This is an optimization exercise on Yosys and OpenROAD, whose aim is small area, a short achievable clock period and few clock cycles, not a production implementation. Function was not checked in any run shown here: the RTL went through the layout flow alone. Power is estimated from default activity; no workload was simulated.

File: flow/config.mk
export PLATFORM = sky130hd
export DESIGN_NAME = cpu
export DESIGN_NICKNAME = cpu
export VERILOG_FILES = /design/flow/design.v
export SDC_FILE = /design/flow/constraint.sdc
export NUM_CORES = 4
export LEC_CHECK = 0
export ABC_CLOCK_PERIOD_IN_PS = 3000
export CAP_MARGIN = 20
export CORE_MARGIN = 2
export CORE_UTILIZATION = 30
export PLACE_DENSITY = 0.5
export SETUP_SLACK_MARGIN = 5
export SLEW_MARGIN = 20
File: flow/constraint.sdc
create_clock -name core_clock -period 10.0 [get_ports {clk_in}]
set_input_delay 2.0000 -clock core_clock [delete_from_list [all_inputs] [get_ports {clk_in}]]
set_output_delay 2.0000 -clock core_clock [all_outputs]
set_load 0.01 [all_outputs]
File: flow/design.v
module cpu(
    input  wire                 clk_in,
    input  wire                 rst_in,
    input  wire                 rdy_in,
    input  wire [ 7:0]          mem_din,
    output reg  [ 7:0]          mem_dout,
    output wire [31:0]          mem_a,
    output reg                  mem_wr
);
    reg [31:0] rf [1:31];
    reg [31:0] A, B, IR;
    reg [31:0] W;          
    reg [14:0] pc;         
    reg [14:0] fpc;        
    reg [1:0]  fstep;      
    reg [17:0] ma;
    assign mem_a = {14'b0, ma};
    reg        iss_f, iss_l, iss_last;
    reg [1:0]  iss_lane;
    reg        cap_f, cap_l, cap_last;
    reg [1:0]  cap_lane;
    reg [1:0]  mrem;       
    reg        dec;        
    reg        ldwb;       
    reg [4:0]  ra;         
    reg        rz;         
    reg        ex_alu, wb_alu, ex_rdnz, ex_sub, ex_arith;
    reg [4:0]  ex_rd;
    reg [2:0]  ex_f3;
    wire rdA = cap_f & (cap_lane == 2'd3);
    wire rdB = cap_f & (cap_lane == 2'd0);
    wire [2:0] f3 = IR[14:12];
    wire is_jb    = IR[6];                          
    wire is_br    = IR[6] & ~IR[2];
    wire is_jalr  = IR[6] & IR[2] & ~IR[3];
    wire is_jal   = IR[6] & IR[3];
    wire is_u     = ~IR[6] & IR[2];                 
    wire is_lui   = is_u & IR[5];
    wire is_mem   = ~IR[6] & ~IR[4];                
    wire is_st    = is_mem & IR[5];
    wire is_ld    = is_mem & ~IR[5];
    wire is_alu   = ~IR[6] & IR[4] & ~IR[2];        
    wire is_op    = is_alu & IR[5];
    wire eq  = (A == B);
    wire ltu = (A < B);
    wire lt  = (A[31] ^ B[31]) ? A[31] : ltu;
    wire cond = (f3[2] ? (f3[1] ? ltu : lt) : eq) ^ f3[0];
    wire taken = is_jal | is_jalr | (is_br & cond);
    wire [11:0] imm12 = is_st ? {IR[31:25], IR[11:7]} : IR[31:20];
    wire [17:0] addr  = A[17:0] + {{6{imm12[11]}}, imm12};
    wire [14:0] poff  = is_jal ? {IR[16:12], IR[20], IR[30:22]}
                               : {{4{IR[31]}}, IR[31], IR[7], IR[30:25], IR[11:9]};
    wire [14:0] ptgt  = pc + poff;
    wire [14:0] target = is_jalr ? addr[16:2] : ptgt;
    reg  [31:0] ldext;
    always @(*) begin
        case (ex_f3)
            3'b000: ldext = {{24{B[31]}}, B[31:24]};
            3'b100: ldext = {24'b0, B[31:24]};
            3'b001: ldext = {{16{B[31]}}, B[31:16]};
            3'b101: ldext = {16'b0, B[31:16]};
            default: ldext = B;
        endcase
    end
    wire        we = (wb_alu | ldwb) & ex_rdnz;
    wire [31:0] wd = ldwb ? ldext : W;
    wire        fwd = we & (ex_rd == ra);
    wire [31:0] rdata = fwd ? wd : rz ? 32'b0 : rf[ra];
    always @(posedge clk_in)
        if (we) rf[ex_rd] <= wd;
    wire [31:0] alu_c;
    alu alu(.f3(ex_f3), .sub(ex_sub), .arith(ex_arith), .a(A), .b(B), .c(alu_c));
    always @(posedge clk_in)
        W <= alu_c;
    always @(posedge clk_in) begin
        if (cap_f) IR[8*cap_lane +: 8] <= mem_din;
        if (cap_f & cap_lane == 2'd2) begin
            ra <= {mem_din[3:0], IR[15]};
            rz <= {mem_din[3:0], IR[15]} == 5'd0;
        end else if (rdA) begin
            ra <= {mem_din[0], IR[23:20]};
            rz <= {mem_din[0], IR[23:20]} == 5'd0;
        end
        if (rdA) A <= rdata;
        else if (dec & is_u) A <= is_lui ? 32'b0 : {15'b0, pc, 2'b00};
        else if (dec & is_jb) A <= {15'b0, fpc, 2'b00};
        if (rdB) B <= rdata;
        else if (dec & is_u) B <= {IR[31:12], 12'b0};
        else if (dec & is_jb) B <= 32'b0;
        else if (dec & is_alu & ~IR[5]) B <= {{20{IR[31]}}, IR[31:20]};
        else if (cap_l | (dec & is_st) | (mrem != 2'd0 & mem_wr)) B <= {mem_din, B[31:8]};
        if (dec) begin
            ex_rd    <= IR[11:7];
            ex_f3    <= (is_alu | is_ld) ? f3 : 3'b000;
            ex_sub   <= is_alu & ((is_op & IR[30] & f3 == 3'b000) | f3[2:1] == 2'b01);
            ex_arith <= IR[30];
        end
        if ((dec & is_st) | (mrem != 2'd0 & mem_wr)) mem_dout <= B[7:0];
    end
    always @(posedge clk_in) begin
        if (rst_in) begin
            ma <= 18'd1;
            mem_wr <= 1'b0;
            iss_f <= 1'b1; iss_lane <= 2'd1; iss_l <= 1'b0; iss_last <= 1'b0;
            cap_f <= 1'b0; cap_l <= 1'b0; cap_last <= 1'b0; cap_lane <= 2'd0;
            fpc <= 15'd0; fstep <= 2'd1; pc <= 15'd0;
            mrem <= 2'd0;
            dec <= 1'b0; ldwb <= 1'b0;
            ex_alu <= 1'b0; wb_alu <= 1'b0; ex_rdnz <= 1'b0;
        end else begin
            cap_f <= iss_f; cap_lane <= iss_lane; cap_l <= iss_l; cap_last <= iss_last;
            dec <= rdB;
            ldwb <= cap_l & cap_last;
            ex_alu <= dec & ~is_mem & ~is_br;
            wb_alu <= ex_alu;
            if (dec) ex_rdnz <= (IR[11:7] != 5'd0);
            if (fstep == 2'd3 & mrem == 2'd0) begin
                pc <= fpc;
                fpc <= fpc + 15'd1;
            end
            if (dec) begin
                if (taken) begin
                    ma <= {1'b0, target, 2'b01};
                    iss_f <= 1'b1; iss_lane <= 2'd1; iss_l <= 1'b0;
                    fpc <= target; fstep <= 2'd1;
                end else if (is_mem) begin
                    ma <= addr;
                    mem_wr <= is_st;
                    iss_f <= 1'b0; iss_l <= is_ld;
                    iss_last <= (f3[1:0] == 2'b00);
                    mrem <= {f3[1], f3[1] | f3[0]};
                end else begin
                    ma[1:0] <= 2'd3;
                    iss_lane <= 2'd3;
                    fstep <= 2'd3;
                end
            end else if (mrem != 2'd0) begin
                ma[1:0] <= ma[1:0] + 2'd1;
                mrem <= mrem - 2'd1;
                iss_last <= (mrem == 2'd1);
            end else begin
                ma <= {1'b0, fpc, fstep + 2'd1};
                mem_wr <= 1'b0;
                iss_f <= 1'b1; iss_lane <= fstep + 2'd1; iss_l <= 1'b0;
                fstep <= fstep + 2'd1;
            end
        end
    end
endmodule
module alu(
    input  wire [2:0]  f3,      
    input  wire        sub,     
    input  wire        arith,   
    input  wire [31:0] a,
    input  wire [31:0] b,
    output reg  [31:0] c
);
    wire [32:0] sum = {1'b0, a} + {1'b0, sub ? ~b : b} + {32'b0, sub};
    wire ltu = ~sum[32];
    wire lt  = (a[31] ^ b[31]) ? a[31] : sum[31];
    function [31:0] rev(input [31:0] x);
        integer i;
        for (i = 0; i < 32; i = i + 1) rev[i] = x[31 - i];
    endfunction
    wire        left = (f3 == 3'b001);
    wire [31:0] shin = left ? rev(a) : a;
    wire [31:0] shr  = $signed({arith & shin[31], shin}) >>> b[4:0];
    always @(*) begin
        case (f3)
            3'b000: c = sum[31:0];
            3'b001: c = rev(shr);
            3'b010: c = {31'b0, lt};
            3'b011: c = {31'b0, ltu};
            3'b100: c = a ^ b;
            3'b101: c = shr;
            3'b110: c = a | b;
            default: c = a & b;
        endcase
    end
endmodule
File: flow/run.sh
#!/bin/bash
# synth_recipe.tcl (not shown) runs the flow's synth.tcl, then flattens the netlist and writes it again
# the make line also repeats each setting of config.mk as NAME=value (left out here)
make -C /OpenROAD-flow-scripts/flow DESIGN_CONFIG=/design/flow/config.mk WORK_HOME=/design/flow/orfs CLKGATE_MAP_FILE= SYNTH_SCRIPT=/design/flow/synth_recipe.tcl finish
==> results of run 1 <==
## per-layer routing
metal | GRT usage [%] | wire length, um
met2 | 28.6 | 82900
met4 | 5.35 | 4690
met5 | 0 | 0
met3 | 2.57 | 10100
met1 | 25.7 | 79000
## cells in the mapped netlist (all sizes together) (16+ instances only)
library cell,count
nand3,49
mux4,310
dfxtp,103
a21o,22
inv,137
nor2b,32
buf,93
ha,168
nor3,36
mux2i,146
o211ai,20
nand2,290
edfxtp,1110
clkbuf,149
a31oi,35
o2bb2ai,17
o22ai,30
a211oi,76
xnor2,42
mux2,18
a21oi,245
o21bai,16
o21ai,194
xor2,58
and3,39
nor2,294
## registers in the layout, indices dropped and copies added (netlist names), 5 cells and up, named ones only
name and cells:
rf 992, A 32, B 32, W 32, IR 30, ma 18
fpc 15, pc 15, mem_dout 8, ex_rd 5, ra 5
## what timing repair did
action / 4_1_cts / 5_1_grt
gates resized for setup: 1 / 3
hold buffers: 0 / 0
endpoints found under the setup margin: 1 / 15
## final timing paths
check            to
max reg2reg  ma[10]
min reg2reg    ldwb
min            ldwb
max          ma[10]
## power by group
part           total (uW)  internal [uW]  switching (uW)
clock                4740           2640            2110
sequential           6710           6340             372
combinational        4770           1660            3110
## stage by stage
| stage | std cells | hold slack [ps] |
|---|---|---|
| CTS | 6559 | 415 |
| global placement | 6327 | 408 |
| global route | 6559 | 427 |
| detailed placement | 6327 | 407 |
| floorplan | 3928 | 402 |
| finish | 6559 | 411 |
## cell type report
class                           count  area [um2]  area share, %
Clock buffer                      168        3530           5.45
Clock inverter                     64         627          0.968
Inverter                          138         518          0.800
Multi-Input combinational cell   2335       20300           31.4
Sequential cell                  1213       35400           54.7
Tap cell                         2495        3120           4.82
Timing Repair Buffer              146        1230           1.90
## cell families after synthesis
| group | after synthesis | synth area share, % |
|---|---|---|
| other cells | 1 | 0.00659 |
| fa+ha+maj | 171 | 3.80 |
| xor+xnor | 100 | 1.54 |
| compound gates | 763 | 8.28 |
| simple gates | 813 | 6.23 |
| mux | 474 | 15.2 |
| buf+inv | 380 | 2.70 |
| flops | 1213 | 62.2 |
## worst register-to-register path: stages (launching register included)
cell	delay, ps
edfxtp_1	330
buf_4	350
inv_1	440
ha_1	450
inv_1	50
a21oi_1	170
a21oi_1	110
a2111oi_1	710
o21ai_1	330
mux2i_1	270
or3_1	350
buf_4	230
nand2_1	460
nor2_1	90
a2111oi_0	330
==> flow_metrics.tcl, run 1 <==
set metrics [dict create \
    grt_pass1_vias 33900 \
    cts.reportedPaths.clkPinSlew_ps 60 \
    cts_tree "yes" \
    antenna_found_initial 4 \
    floorplan.rows 159 \
    p_leak_uw 0.0217 \
    ys_warn_count 2 \
    synth-edff-count 1110 \
    die_w_um 439 \
    period_needed_ps 4810 \
    core_area_mm2 0.188 \
    placed_cell_area_mm2 0.0606 \
    critPathKind "register to register" \
    rsz0062_at_grt "no" \
    ys.flop_type "edfxtp_1" \
    yosys.area.top_type "edfxtp_1" \
    start_kind "register" \
    hp-start "cap_last" \
    insertion_delay_ps 790 \
    final-setup-viol-count 0 \
    ios 52 \
    grt_max_degree 107 \
    finalSetupTns_ps 0 \
    worst_pin_slew_ps 1030 \
    crit_path_max_incr_delay_ps 710 \
    rr_startpoint "B[3]" \
    grt_pass1_wl_um 253000 \
    dieHeight_um 439 \
    worst-path-stages 14 \
    hold_viol_final 0 \
    hold_depth 2 \
    path_cells "buf_4 > inv_1 > ha_1 > inv_1 > a21oi_1 > a21oi_1 > a2111oi_1 > o21ai_1 > mux2i_1 > or3_1 > buf_4 > nand2_1 > nor2_1 > a2111oi_0" \
    reg2reg_depth 14 \
    status "no timing/DRC/antenna violations" \
    vias_per_cell 5.34 \
    finClkSkew_ps 45.3 \
    drt_iter0_drc 3773 \
    worst_slack_ps 5190 \
    cts_setup_buffers 0 \
    drv_slew 0 \
    grt-ovfl-total 0 \
    critPathRequiredTime_ps 10650 \
    p_per_area_mw_per_mm2 250 \
    critPathBufInv 4 \
    layout_commonest_cell "edfxtp_1" \
    critPathMaxFanout 28 \
    hold_path.class "register to register" \
    ant_nets 0 \
    ys_seq_area_share_pct 62.2 \
    final_area_mm2 0.0648 \
    wl_per_cell_um 26.9 \
    drcViolationCount 0 \
    final_core_util_pct 34.5 \
    yosys-top-cells-area "edfxtp_1 (59%), mux4_2 (12%), ha_1 (3.7%)" \
    crit_family "compound AO/OA/AOI/OAI gates" \
    clk_path_buf_depth 3 \
    critPathLaunch "B[3]" \
    finalNetCount 4150 \
    htreeDepth 4 \
    n_fill_cell 18100 \
    start_util_pct 30.2 \
    layout_common_cells "edfxtp_1 (1,110), mux4_2 (310), nand2_1 (289)" \
    place_ws_ps 5050 \
    synth_top_area_share_pct 58.6 \
    dp_hpwl_um 105000 \
    synthArstFlopShare_pct 0 \
    area_growth_pct 13.9 \
    synth.avg_cell_area_um2 14.5 \
    layout-drive-gt1-share_pct 17.1 \
    cp-end-kind "register" \
    relSlewSlack_pct 29.5 \
    grt_usage_pct 18.1 \
    root_buffer "clkbuf_16" \
    max_freq_mhz 208 \
    numCtsBuffers 134 \
    worst_path_max_delay_cell "a2111oi_1" \
    cts_num_sinks 1213 \
    ir_worst_vdd_mv 0.157 \
    place_congestion 0.922 \
    syn_inst 3915 \
    die_area_mm2 0.193 \
    cp.arrival_ps 5460 \
    max_cap_viol_count 0 \
    routed-via-count 35000 \
    port_buffers 36 \
    antenna_cells 0 \
    drt-total-wl_um 177000 \
    ys_types 76 \
    rrSetupSlack_ps 5190 \
    netlist_area_mm2 0.0569 \
    fin_crit_sh_pct 48.1 \
    total_power_uw 16200 \
    drtPass1Iterations 6 \
    ys_seq_elements 1213 \
]
==> inputs of run 2 (changes only) <==
--- a/flow/config.mk
+++ b/flow/config.mk
@@ -8,7 +8,7 @@
 export ABC_CLOCK_PERIOD_IN_PS = 3000
 export CAP_MARGIN = 20
 export CORE_MARGIN = 2
-export CORE_UTILIZATION = 30
-export PLACE_DENSITY = 0.5
+export CORE_UTILIZATION = 55
+export PLACE_DENSITY = 0.65
 export SETUP_SLACK_MARGIN = 5
 export SLEW_MARGIN = 20
==> run 2 against run 1 <==
  * Critical path type unchanged
  * Count of clock-buffer cells in the layout shrank 14
  * Fmax down 0.16%
  * Highest routed layer is now met5
  * Still clean on timing, DRC and antenna
  * Critical path depth is 6 lower
  * Sequential share of layout area is 1.5 points higher
  * Critical endpoint is now A[10]
==> flow_metrics.tcl, run 2 <==
set metrics [dict create \
    status "no timing/DRC/antenna violations" \
    ios 52 \
    ys.flop_type "edfxtp_1" \
    yosys.area.top_type "edfxtp_1" \
    drtPass1Iterations 6 \
    die_area_mm2 0.106 \
    max_cap_viol_count 0 \
    floorplan.rows 117 \
    n_fill_cell 7641 \
    finClkSkew_ps 27.9 \
    htreeDepth 3 \
    period_needed_ps 4820 \
    drt-total-wl_um 162000 \
    cp-end-kind "register" \
    critPathKind "register to register" \
    ant_nets 0 \
    final-setup-viol-count 0 \
    final_area_mm2 0.0631 \
    insertion_delay_ps 720 \
    ys_warn_count 2 \
    wl_met1_um 65600 \
    wl_met2_um 77300 \
    p_per_area_mw_per_mm2 250 \
    critPathMaxFanout 58 \
    ys_types 76 \
    placed_cell_area_mm2 0.0591 \
    grt-ovfl-total 0 \
    routed-via-count 35100 \
    synth-edff-count 1110 \
    critPathRequiredTime_ps 10440 \
    synthArstFlopShare_pct 0 \
    total_power_uw 15800 \
    cts_hold_buffers 0 \
    core_area_mm2 0.102 \
    worst_pin_slew_ps 1080 \
    synth_common_cells "edfxtp_1 (1,110), mux4_2 (310), nor2_1 (294)" \
    finalSetupTns_ps 0 \
    layout-drive-gt1-share_pct 16.9 \
    regMostFlops "rf" \
    root_buffer "clkbuf_16" \
    largest_reg_flops 992 \
    drv_slew 0 \
    place_ws_ps 5180 \
    layout_commonest_cell "edfxtp_1" \
    drt_iter0_drc 4451 \
    dp_hpwl_um 96700 \
    ir_worst_vdd_mv 0.157 \
    start_util_pct 55.7 \
    port_buffers 36 \
    place_congestion 0.981 \
    cts_num_sinks 1213 \
    p_leak_uw 0.0216 \
    grt_pass1_wl_um 235000 \
    drcViolationCount 0 \
    vias_per_cell 6.47 \
    die_w_um 326 \
    clk_path_buf_depth 3 \
    fin_crit_sh_pct 48.2 \
    cts.reportedPaths.clkPinSlew_ps 60 \
    synth.avg_cell_area_um2 14.5 \
    synth_top_area_share_pct 58.6 \
    worst_slack_ps 5180 \
    cp.arrival_ps 5250 \
    finalNetCount 4132 \
    syn_inst 3915 \
    cts_setup_buffers 0 \
    antenna_found_initial 1 \
    numCtsBuffers 119 \
    rsz0062_at_grt "no" \
    cts_tree "yes" \
    grt_max_degree 89 \
    grt_pass1_vias 33600 \
    hold_viol_final 0 \
    layout_common_cells "edfxtp_1 (1,110), mux4_2 (310), nand2_1 (290)" \
    whs_ps 415 \
    max_freq_mhz 208 \
    netlist_area_mm2 0.0569 \
    grt_usage_pct 30.5 \
    wl_met3_um 12200 \
    ys_seq_elements 1213 \
    yosys-top-cells-area "edfxtp_1 (59%), mux4_2 (12%), ha_1 (3.7%)" \
    area_growth_pct 10.9 \
    yosysMostFrequentCell "edfxtp_1" \
    start_kind "register" \
    dieHeight_um 326 \
    hold_path.class "register to register" \
    ys_seq_area_share_pct 62.2 \
    relSlewSlack_pct 27.0 \
    highest_layer "met5" \
    wl_per_cell_um 29.9 \
]
==> run 2: cell counts after synthesis <==
Identical to the previous run, type by type.
==> run 2: worst max-delay path: stages (launching register included) <==
cell     delay [ps]
dfxtp_4         890
buf_4           680
buf_4           790
mux4_2          420
mux4_2          490
mux2i_1         540
o22ai_1         390
nor2_1          180
a21oi_1          50
==> run 2: power breakdown <==
part | total, uW | leakage [uW] | internal (uW) | switching [uW]
registers | 6700 | 0.0110 | 6340 | 360
clock network | 4470 | 0.00192 | 2550 | 1920
logic | 4620 | 0.00873 | 1650 | 2980
==> run 2: cell families (layout without fill, tap and decap cells) <==
family,Yosys count,in the layout,synth area share (%)
AOI/OAI and AO/OA,763,763,8.28
xor gates and xnor gates,100,100,1.54
buffers and inverters,380,509,2.70
other,1,15,0.00659
DFF,1213,1213,62.2
muxes,474,474,15.2
adders and majority gates,171,171,3.80
and+or+nand+nor,813,813,6.23
==> run 2: path summary, 6_finish.rpt <==
check,from,to,slack (ps),cells after the start
worst max-delay path,register,A[10],5180,8
worst min-delay path,cap_last,ldwb,420,2
worst max register to register,register,A[10],5180,8
worst min register to register,cap_last,ldwb,420,2
==> run 2: per-layer routing <==
layer	up-vias	GRT usage (%)
met5	-	0
met4	2	12.8
met3	307	4.45
met2	1617	48.7
met1	18000	42.4
li1	15200	-
==> run 2: area by class of cell <==
cell class | count | area, um2 | share of cell area (%)
inverter | 138 | 518 | 0.821
timing repair buffer | 143 | 1170 | 1.86
antenna | 1 | 2.50 | 0.00397
tap | 1368 | 1710 | 2.71
clock inverter | 74 | 756 | 1.20
clock buffer | 154 | 3160 | 5.01
sequential | 1213 | 35400 | 56.2
multi-input combinational | 2335 | 20300 | 32.2
==> run 2: per-stage QoR <==
| stage | cells | util (%) |
|---|---|---|
| global placement | 5197 | 57.9 |
| CTS | 5425 | 61.7 |
| global route | 5425 | 61.7 |
| floorplan | 3928 | - |
| detailed placement | 5197 | 57.9 |
| finish | 5426 | 61.7 |
==> run 2: timing repair <==
item | CTS | global route
resized for setup | 0 | 4
endpoints found under the setup margin | 0 | 11
endpoints found under the hold margin | 0 | 0

-- what the ideal ports hide --
How much do the figures lean on ideal ports? The routed layouts below were timed once more, with nothing changed but the port constraints. Step 1 sets driving cells, clkbuf_16 on the clock port and buf_2 on the other inputs (assumed; they add their load-dependent delay and slew). Step 2 moves the port delays by t, midway between the first and last clock arrival at a register: inputs arrive t later, outputs are due t later. That takes back most of the time a late clock gives input paths. a / b / c = no drivers / after step 1 / after step 2; a / b = the first two.
| run | t (ns) | setup slack, ns | worst setup path after step 2 | worst register clock-pin slew, ns |
|---|---|---|---|---|
| run 1 | 0.850 | 5.192 / 5.192 / 5.192 | register to register | 0.06 / 0.06 |
| run 2 | 0.788 | 5.185 / 5.185 / 5.185 | register to register | 0.07 / 0.07 |
After both steps every run listed still meets setup and hold.
